Source: an optimization exercise on an open RTL-to-GDS flow (aim: small area, a short achievable clock period and few clock cycles per item). Production flows keep margins and buffers that such runs may drop. The RTL was checked by simulation tests, not by an equivalence proof against the original design. Power and IR drop assume default switching activity.

$ cat design/flow/design.v
`timescale 1ns / 1ps
module control32(
   input [31:0] Instruction,
   input [21:0] Alu_resultHigh,
   input clock, 
   input reset, 
   output Regdst, 
   output Alusrc, 
   output MemIOtoReg, 
   output RegWrite, 
   output MemWrite, 
   output MemRead, 
   output IORead, 
   output IOWrite, 
   output Wir, 
   output Waluresult, 
   output Jmp, 
   output Jal, 
   output Jalr, 
   output Jrn, 
   output Beq,
   output Bne,
   output Bgez,
   output Bgtz,
   output Blez,
   output Bltz,
   output Bgezal, 
   output Bltzal, 
   output Mfhi, 
   output Mflo, 
   output Mfc0, 
   output Mthi, 
   output Mtlo, 
   output Mtc0, 
   output I_format, 
   output S_format, 
   output L_format, 
   output Sftmd, 
   output Div, 
   output [1:0] ALUop, 
   output Mem_sign, 
   output [1:0] Mem_Dwidth, 
   output Break, 
   output Syscall, 
   output Eret, 
   output Rsvd 
 );
   reg[2:0] state;
   reg[2:0] next_state;
   parameter[2:0] sinit = 3'b000,
                    sif = 3'b001,
                    sid = 3'b010,
                    sex = 3'b011,
                    smem = 3'b100,
                    swb = 3'b101;
    wire R_format; 
    wire [5:0] op,func; 
    wire[4:0]   rs,rt;
    assign op = Instruction[31:26];
    assign func = Instruction[5:0];
    assign rs = Instruction[25:21];
    assign rt = Instruction[20:16];
    assign R_format = (op==6'b000000|| op==6'b010000); 
    assign Jrn = (op==6'b000000&&func==6'b001000);
    assign Jalr = (op==6'b000000&&func==6'b001001);
    assign Mfhi = (op==6'b000000&&func==6'b010000);
    assign Mflo = (op==6'b000000&&func==6'b010010);
    assign Mthi = (op==6'b000000&&func==6'b010001);
    assign Mtlo = (op==6'b000000&&func==6'b010011);
    assign Mfc0 = (op==6'b010000&&func[5:3]==3'b000);
    assign Mtc0 = (op==6'b010000&&func[5:3]==3'b000);
    assign Break = (op==6'b000000&&func==6'b001101);
    assign Syscall = (op==6'b000000&&func==6'b001100);
    assign Eret = (op==6'b010000&&func==6'b011000);
    assign I_format = (op[5:3]==3'b001); 
    assign L_format = (op[5:3]==3'b100); 
    assign S_format = (op[5:3]==3'b101); 
    assign Beq = (op==6'b000100);
    assign Bne = (op==6'b000101);
    assign Bgez = (op==6'b000001&&rt==5'b00001);
    assign Bgtz = (op==6'b000111&&rt==5'b00000);
    assign Blez = (op==6'b000110&&rt==5'b00000);
    assign Bltz = (op==6'b000001&&rt==5'b00000);
    assign Bgezal = (op==6'b000001&&rt==5'b10001);
    assign Bltzal = (op==6'b000001&&rt==5'b00000);
    assign Jmp = (op==6'b000010);
    assign Jal = (op==6'b000011);
     assign MemRead = L_format&&(Alu_resultHigh!=22'b1111111111111111111111);
     assign IORead = L_format&&(Alu_resultHigh==22'b1111111111111111111111);
     assign MemWrite = S_format&&(Alu_resultHigh!=22'b1111111111111111111111);
     assign IOWrite = S_format&&(Alu_resultHigh==22'b1111111111111111111111);
     assign MemIOtoReg = L_format;
     assign Sftmd = (op==6'b000000&&func[5:3]==3'b000);
     assign Div = (op==6'b000000&&func[5:1]==5'b01101);
     assign Mem_sign = !op[2]; 
     assign Mem_Dwidth = op[1:0]; 
     assign ALUop = {(R_format || I_format),(Beq || Bne || Bgez || Bgtz || Blez ||Bltz || Bgezal || Bltzal)}; 
     assign Alusrc = I_format||L_format||S_format;
     assign RegWrite = R_format? (func[5:3]==3'b100||func[5:1]==5'b10101||Jalr||Sftmd||Mfc0||Mfhi||Mflo):(I_format||L_format||Bgezal||Bltzal||Jal);
     assign Regdst = (R_format && !Mfc0);
     assign Rsvd = !(R_format||I_format||L_format||S_format||Beq || Bne || Bgez || Bgtz || Blez ||Bltz || Bgezal || Bltzal||Jmp||Jal);
endmodule
`timescale 1ns / 1ps
module executs32(
  input clock,
  input reset,
  input [31:0] EX_opcplus4,
  input [31:0] EX_A,
  input [31:0] EX_B,
  input [31:0] EX_IMM,
  input [5:0]  EX_func,
  input [5:0]  EX_op,
  input [4:0]  EX_shamt,
  input [4:0]  EX_write_address_0,
  input [4:0]  EX_write_address_1,
  input [1:0] EX_Aluop,
  input EX_Sftmd,
  input EX_Div,
  input EX_Alusrc,
  input [1:0] AluAsrc,
  input [1:0] AluBsrc,
  input EX_I_format,
  input EX_Jrn,
  input EX_Jalr,
  input EX_Jal,
  input EX_Regdst,
  input EX_Mfhi,
  input EX_Mflo,
  input EX_Mthi,
  input EX_Mtlo,
  input [31:0] EX_MEM_ALU_result,
  input [31:0] Wdata,
  output EX_stall,
  output Zero,
  output Overflow,
  output reg Div_0,
  output [4:0] Waddr,
  output reg [31:0] EX_ALU_result,
  output [31:0] EX_rt_data
);
  assign Waddr = EX_Regdst ? EX_write_address_1 :  EX_write_address_0;
  wire [31:0] A_input,B_input;
  assign A_input = (AluAsrc == 2'b00) ? EX_A : (AluAsrc == 2'b01) ? EX_MEM_ALU_result : Wdata;
  assign B_input = (EX_Alusrc == 1'b1) ? EX_IMM : (AluBsrc == 2'b00) ? EX_B : (AluBsrc == 2'b01) ? EX_MEM_ALU_result : Wdata;
  assign EX_rt_data = (AluBsrc == 2'b00) ? EX_B : (AluBsrc == 2'b01) ? EX_MEM_ALU_result : Wdata;
  reg [31:0] Sftmd_input;
  wire signed [31:0] S_A_input;
  wire signed [31:0] S_B_input;
  assign S_A_input = A_input;
  assign S_B_input = B_input;
  always @* begin
    if (EX_Sftmd)
      case (EX_func[2:0])
        3'b000: Sftmd_input = B_input << EX_shamt; 
        3'b010: Sftmd_input = B_input >> EX_shamt; 
        3'b011: Sftmd_input = S_B_input >>> EX_shamt; 
        3'b100: Sftmd_input = B_input << A_input; 
        3'b110: Sftmd_input = B_input >> A_input; 
        3'b111: Sftmd_input = S_B_input >>> A_input; 
        default: Sftmd_input = B_input;
       endcase
     else Sftmd_input = B_input;
  end
  wire[2:0] ALU_ctl;
  wire[5:0] Exe_code;
  assign Exe_code = (EX_I_format==0) ? EX_func:{3'b000,EX_op[2:0]};
  assign ALU_ctl = (EX_Aluop == 2'b10) ? Exe_code[2:0] : (EX_Aluop == 2'b01)? 3'b010 :3'b000;
  reg[32:0] Alu_output_mux;
  always @* begin
    case(ALU_ctl)
      3'b000: Alu_output_mux = S_A_input + S_B_input;
      3'b001: Alu_output_mux = A_input + B_input;
      3'b010: Alu_output_mux = S_A_input - S_B_input;
      3'b011: Alu_output_mux = A_input - B_input;
      3'b100: Alu_output_mux = A_input & B_input;
      3'b101: Alu_output_mux = A_input | B_input;
      3'b110: Alu_output_mux = A_input ^ B_input;
      3'b111: Alu_output_mux = ~(A_input | B_input);
      default: Alu_output_mux = 32'd0;
    endcase
  end
  assign Zero = (Alu_output_mux[31:0] == 32'd0) ? 1'b1 : 1'b0;
  assign Overflow = (ALU_ctl != 3'b000 && ALU_ctl != 3'b010) ? 1'b0 :
         (ALU_ctl == 3'b000) ? (S_A_input[31] == S_B_input[31] && S_A_input[31] != Alu_output_mux[31]):
         (S_A_input[31] != S_B_input[31] && S_B_input[31] != Alu_output_mux[31]);
  reg [31:0] HI;
  reg [31:0] LO;
  wire Mult,Multu,Div,Divu;
  assign Mult = (EX_op == 6'b000000 && EX_func == 6'b011000);
  assign Multu = (EX_op == 6'b000000 && EX_func == 6'b011001);
  assign Div = (EX_op == 6'b000000 && EX_func == 6'b011010);
  assign Divu = (EX_op == 6'b000000 && EX_func == 6'b011011);
  wire md_signed = Mult || Div;
  wire div_zero = (B_input == 32'd0);
  wire [31:0] md_a = (md_signed && A_input[31]) ? (~A_input + 32'd1) : A_input;
  wire [31:0] md_b = (md_signed && B_input[31]) ? (~B_input + 32'd1) : B_input;
  reg [31:0] md_hi;
  reg [31:0] md_lo;
  wire [35:0] mul_sum = {4'd0, md_hi} + md_a * md_lo[3:0];
  wire [32:0] div_trial = {md_hi, md_lo[31]} - {1'b0, md_b};
  wire [63:0] mul_p = {md_hi, md_lo};
  wire [63:0] Multi_result = (Mult && (A_input[31] ^ B_input[31])) ? (~mul_p + 64'd1) : mul_p;
  wire [31:0] div_qs = (Div && (A_input[31] ^ B_input[31])) ? (~md_lo + 32'd1) : md_lo;
  wire [31:0] div_rs = (Div && A_input[31]) ? (~md_hi + 32'd1) : md_hi;
  reg [5:0] md_count;
  wire md_op = Mult || Multu || Div || Divu;
  wire [5:0] md_last = (Div || Divu) ? 6'd33 : 6'd9;
  assign EX_stall = md_op && (md_count != md_last);
  always @(posedge clock) begin
    if (reset)
      md_count <= 6'd0;
    else if (EX_stall)
      md_count <= md_count + 6'd1;
    else
      md_count <= 6'd0;
  end
  always @(posedge clock) begin
    if (md_op && md_count == 6'd0) begin
      md_hi <= 32'd0;
      md_lo <= EX_Div ? md_a : md_b;
    end
    else if ((Mult || Multu) && md_count <= 6'd8) begin
      md_hi <= mul_sum[35:4];
      md_lo <= {mul_sum[3:0], md_lo[31:4]};
    end
    else if (EX_Div && md_count <= 6'd32) begin
      if (div_trial[32]) begin
        md_hi <= {md_hi[30:0], md_lo[31]};
        md_lo <= {md_lo[30:0], 1'b0};
      end
      else begin
        md_hi <= div_trial[31:0];
        md_lo <= {md_lo[30:0], 1'b1};
      end
    end
  end
  always @(posedge clock) begin
    if (reset)
      Div_0 <= 1'b0;
    else if (EX_Div)
      Div_0 <= div_zero;
  end
  always @(posedge clock) begin
    if (reset) begin
      HI <= 32'd0;
      LO <= 32'd0;
    end
    else if (EX_Mthi)
      HI <= A_input;
    else if (EX_Mtlo)
      LO <= A_input;
    else if (!EX_stall) begin
      if (Mult || Multu)
        {HI,LO} <= Multi_result;
      else if (EX_Div && !div_zero)
        {HI,LO} <= {div_qs, div_rs};
    end
  end
  always @* begin
    if (EX_Mfhi)
      EX_ALU_result = HI;
    else if (EX_Mflo)
      EX_ALU_result = LO;
    else if ((ALU_ctl == 3'b111) && (EX_I_format == 1'b1)) 
      EX_ALU_result = {B_input[15:0] , 16'd0};
    else if (EX_Sftmd)
      EX_ALU_result = Sftmd_input;
    else if ((ALU_ctl [2:1] == 2'b01) && (EX_Aluop[1] == 1'b1) && (Exe_code[5:3] != 3'b100)) 
      EX_ALU_result = {31'd0 , Alu_output_mux[32]};
    else if (EX_Jal || EX_Jalr)
      EX_ALU_result = EX_opcplus4;
    else
      EX_ALU_result = Alu_output_mux[31:0];
  end
endmodule
`timescale 1ns / 1ps
module minisys_ex(
  input clock,
  input reset,
  input [31:0] instr,           
  input [31:0] opcplus4,        
  input [31:0] rs_value,        
  input [31:0] rt_value,        
  input [1:0] fwd_a_sel,        
  input [1:0] fwd_b_sel,        
  input [31:0] mem_result,      
  input [31:0] wb_data,         
  output stall,
  output [31:0] alu_result,
  output zero,
  output overflow,
  output div_zero,
  output [4:0] waddr,
  output [31:0] rt_data
);
  wire [5:0] op = instr[31:26];
  wire [15:0] immediate = instr[15:0];
  wire [31:0] sign_extend = (op==6'b001100||op==6'b001101||op==6'b001110||op==6'b001011) ?
                            {16'd0,immediate} : {{16{immediate[15]}},immediate};
  wire Regdst, Alusrc, Jal, Jalr, Jrn, Mfhi, Mflo, Mthi, Mtlo, I_format, Sftmd, Div;
  wire [1:0] ALUop;
  control32 ctl(
    .Instruction(instr),
    .Alu_resultHigh(22'd0),
    .clock(clock),
    .reset(reset),
    .Regdst(Regdst),
    .Alusrc(Alusrc),
    .MemIOtoReg(),
    .RegWrite(),
    .MemWrite(),
    .MemRead(),
    .IORead(),
    .IOWrite(),
    .Wir(),
    .Waluresult(),
    .Jmp(),
    .Jal(Jal),
    .Jalr(Jalr),
    .Jrn(Jrn),
    .Beq(),
    .Bne(),
    .Bgez(),
    .Bgtz(),
    .Blez(),
    .Bltz(),
    .Bgezal(),
    .Bltzal(),
    .Mfhi(Mfhi),
    .Mflo(Mflo),
    .Mfc0(),
    .Mthi(Mthi),
    .Mtlo(Mtlo),
    .Mtc0(),
    .I_format(I_format),
    .S_format(),
    .L_format(),
    .Sftmd(Sftmd),
    .Div(Div),
    .ALUop(ALUop),
    .Mem_sign(),
    .Mem_Dwidth(),
    .Break(),
    .Syscall(),
    .Eret(),
    .Rsvd()
  );
  executs32 ex(
    .clock(clock),
    .reset(reset),
    .EX_opcplus4(opcplus4),
    .EX_A(rs_value),
    .EX_B(rt_value),
    .EX_IMM(sign_extend),
    .EX_func(instr[5:0]),
    .EX_op(op),
    .EX_shamt(instr[10:6]),
    .EX_write_address_0(instr[20:16]),
    .EX_write_address_1(instr[15:11]),
    .EX_Aluop(ALUop),
    .EX_Sftmd(Sftmd),
    .EX_Div(Div),
    .EX_Alusrc(Alusrc),
    .AluAsrc(fwd_a_sel),
    .AluBsrc(fwd_b_sel),
    .EX_I_format(I_format),
    .EX_Jrn(Jrn),
    .EX_Jalr(Jalr),
    .EX_Jal(Jal),
    .EX_Regdst(Regdst),
    .EX_Mfhi(Mfhi),
    .EX_Mflo(Mflo),
    .EX_Mthi(Mthi),
    .EX_Mtlo(Mtlo),
    .EX_MEM_ALU_result(mem_result),
    .Wdata(wb_data),
    .EX_stall(stall),
    .Zero(zero),
    .Overflow(overflow),
    .Div_0(div_zero),
    .Waddr(waddr),
    .EX_ALU_result(alu_result),
    .EX_rt_data(rt_data)
  );
endmodule
$ cat design/flow/run.sh
#!/bin/bash
# synth_recipe.tcl (not shown) runs the flow's synth.tcl, then flattens the netlist and writes it again
# the make line also repeats each setting of config.mk as NAME=value (left out here)
make -C /OpenROAD-flow-scripts/flow DESIGN_CONFIG=/design/flow/config.mk WORK_HOME=/design/flow/orfs CLKGATE_MAP_FILE= SYNTH_SCRIPT=/design/flow/synth_recipe.tcl finish
$ cat design/flow/config.mk
export PLATFORM = sky130hd
export DESIGN_NAME = minisys_ex
export DESIGN_NICKNAME = minisys_ex
export VERILOG_FILES = /design/flow/design.v
export SDC_FILE = /design/flow/constraint.sdc
export NUM_CORES = 4
export LEC_CHECK = 0
export CAP_MARGIN = 40
export CORE_MARGIN = 2
export CORE_UTILIZATION = 40
export SLEW_MARGIN = 45
$ cat design/flow/constraint.sdc
create_clock -name core_clock -period 14.0 [get_ports {clock}]
set_input_delay 2.8000 -clock core_clock [delete_from_list [all_inputs] [get_ports {clock}]]
set_output_delay 2.8000 -clock core_clock [all_outputs]
set_load 0.01 [all_outputs]
==> results.txt <==
## metal layers
layer | share of wire, % | GRT usage, %
met1 | 38 | 61.7
met2 | 39 | 68.0
met3 | 14 | 18.2
met4 | 9.4 | 38.0
met5 | 0.15 | 2.05
## power by group
group	internal [mW]	switching [mW]	total, mW
clock	0.253	0.222	0.474
sequential	0.401	0.0164	0.418
combinational	0.885	1.69	2.58
total	1.54	1.93	3.47
## final timing paths
check | endpoint | slack [ps] | cells after the start
worst min register to register | ex.HI[16] | 460 | 2
worst max register to register | ex.md_hi[31] | 8050 | 18
worst min-delay path | ex.HI[16] | 460 | 2
worst max-delay path | zero | 390 | 26
## state kept, by name, summed over array words and instances (netlist names)
name and cells:
ex.Div_0 1, ex.LO 32, ex.md_hi 32, ex.md_count 6, ex.md_lo 32, ex.HI 32
## Yosys cell counts (89+ instances only)
library cell / number
inv_1: 199
o21ai_0: 274
nand3_1: 95
dfxtp_1: 103
xnor2_1: 237
nor2_1: 515
nor3_1: 123
xor2_1: 89
fa_1: 94
mux2i_1: 248
a211oi_1: 225
a21oi_1: 359
nand2_1: 552
ha_1: 210
clkbuf_1: 259
## cell type report
| cell class | instances | area, um^2 |
|---|---|---|
| Inverter | 217 | 815 |
| Antenna cell | 21 | 52.6 |
| Clock buffer | 17 | 425 |
| Clock inverter | 15 | 153 |
| Sequential cell | 135 | 3020 |
| Timing Repair Buffer | 531 | 4630 |
| Tap cell | 1144 | 1430 |
| Multi-Input combinational cell | 4176 | 29300 |
| Fill cell | 8884 | 45200 |
## worst min-delay path: cells and delay by family (launching register included)
family / cells / cell delay (ps)
compound gates: 1 / 50
flops: 1 / 310
simple gates: 1 / 50
## cells by family (layout without fill, tap and decap cells)
kind of cell	count (synthesis)	in the layout	share of synthesized area [%]
buffers and inverters	581	780	6.93
AO/OA/AOI/OAI	1549	1549	30.1
other	0	21	0
flip-flops	135	135	8.83
adder cells (fa/ha/maj)	304	304	13.2
AND/OR/NAND/NOR	1680	1680	22.7
multiplexers	317	317	9.92
XOR/XNOR	326	326	8.34
==> summary.txt <==
Pre-CTS setup slack: 791 ps
Clk Latency, worst-skew pair: 460 ps
Total chip power: 3.47 mW
Hold Path Class: register to register
HPWL Detailed: 174000 um
CP Data Required Time: 11200 ps
Leakage: 16.4 nW
Root buffer cell: clkbuf_16
Mapped Avg Cell Area: 7.00 um^2
Max Clock Freq: 73.5 MHz
Distinct cells, synth: 107
Final instance count without filler cells: 6256
Final setup viols: 0
Vias: 43100
Clock buffer depth: 2
Crit end category: output pin
Core Area: 85000 um^2
Post-synthesis sequential area ratio: 8.83%
Syn nets: 5394
CTS tree: built
Total negative slack: 0 ps
Seq cells post-synth: 135
Number of buffer and inverter stages on the critical path: 6
Final slew viol count: 0
Initial antenna violation count: 23
Async set or reset register ratio after synthesis: 0%
Share of cells above drive strength 1: 10.6%
Relative slew slack: 35.9%
Cts hold-fix bufs: 0
Die Area: 87900 um^2
Nets: 5580
Reg-to-Reg Start: ex.md_lo[2]
Synthesis Warnings: 1
Crit-path most repeated cell: buf_4
Top cells by area, synth: ha_1 7.7%, mux2i_1 7.3%, xnor2_1 6.1%
Status: no timing/DRC/antenna violations
CTS sink cnt: 135
Beginning of the critical path: instr[29]
Vias in the first global route: 38800
Worst hold slack: 461 ps
Placed instance area: 39100 um^2
Startpoint Class: input port
Postcts setup bufs: 0
Slew @ Worst Pin: 955 ps
Worst Skew: 21.8 ps
FP Rows: 107
WL/cell: 35.7 um
Critical Path Fanout Max: 20
Final instance area: 39800 um^2
Main synth FF type: dfxtp_1
Fin. Hold Viols: 0
# IOs: 271
H-tree Lvls: 4
Final core occ: 46.9%
GRT Total Usage: 49.4%
CP max stage delay: 740 ps
Clk pin slew, worst setup/hold paths: 60 ps
Crit path time final: 13610 ps
Starting Density: 40.3%
RSZ-0062 raised after global routing: no
Final period util: 97.2%
WP data arrival: 10810 ps
Remaining Overflow, GRT: 0
EDFF count, synth: 32
CTS buffer count: 17
Routed WL: 223000 um
Cell count after synthesis: 4892
Cell taking the most area after synthesis: ha_1
Yosys top cell area share: 7.68%
Most frequent cells in the layout: 547 x nand2_1, 503 x nor2_1, 357 x a21oi_1
Vias per Instance: 6.89
Pwr Density: 87.0 nW/um^2
Area delta synth->final: 16.4%
Cell Count Post-Placement: 6202
Initial DRC Count: 6881
Die width: 297 um
MaxCap Viol Count: 0
Peak supply drop: 0.0818 mV
Commonest non-fill, non-tap cell in the layout: nand2_1
First-pass GRT wire length: 305000 um
Cts repair resizes: 0
Number of buffers added on ports: 265
Final worst slack: 387 ps
Antenna-violating nets left: 0
Final Wtd Congestion: 1.12
Synth Cell Area: 34200 um^2
Largest net degree at the start of global routing: 79
Chip height: 297 um
Hold path start: ex.HI[16]
Largest delay contributor family on the critical path: simple AND/OR/NAND/NOR gates
Critical path type: input port to output pin
Residual DRC count: 0
First drt pass iteration count: 7
Worst path slowest cell: clkdlybuf4s50_1
Testbench counts, summed over its fixed seeds: cycles 36,522, instructions 12,000.

==> static timing again, ports no longer ideal <==
The results above use ideal ports. As a check the final layout listed here was re-extracted and re-timed, cells and wires unchanged.
Step 1 assumes that a clkbuf_16 drives the clock port and a buf_2 every other input.
Step 2, shift: input delay + t, output delay - t, t = (earliest + latest rising clock arrival at the registers) / 2. This alone moves slack from input paths to output paths.
Slacks: no drivers / after step 1 / after step 2; pairs: no drivers / after step 1.
t, ns: 0.501
setup WS [ns]: 0.387 / 0.339 / 0.339
slew at the worst register clock pin (ns): 0.08 / 0.08
After both steps setup and hold are still met in this run. The setup slack of this run moves by -0.048 ns with the drivers and by -0.048 ns with both steps.
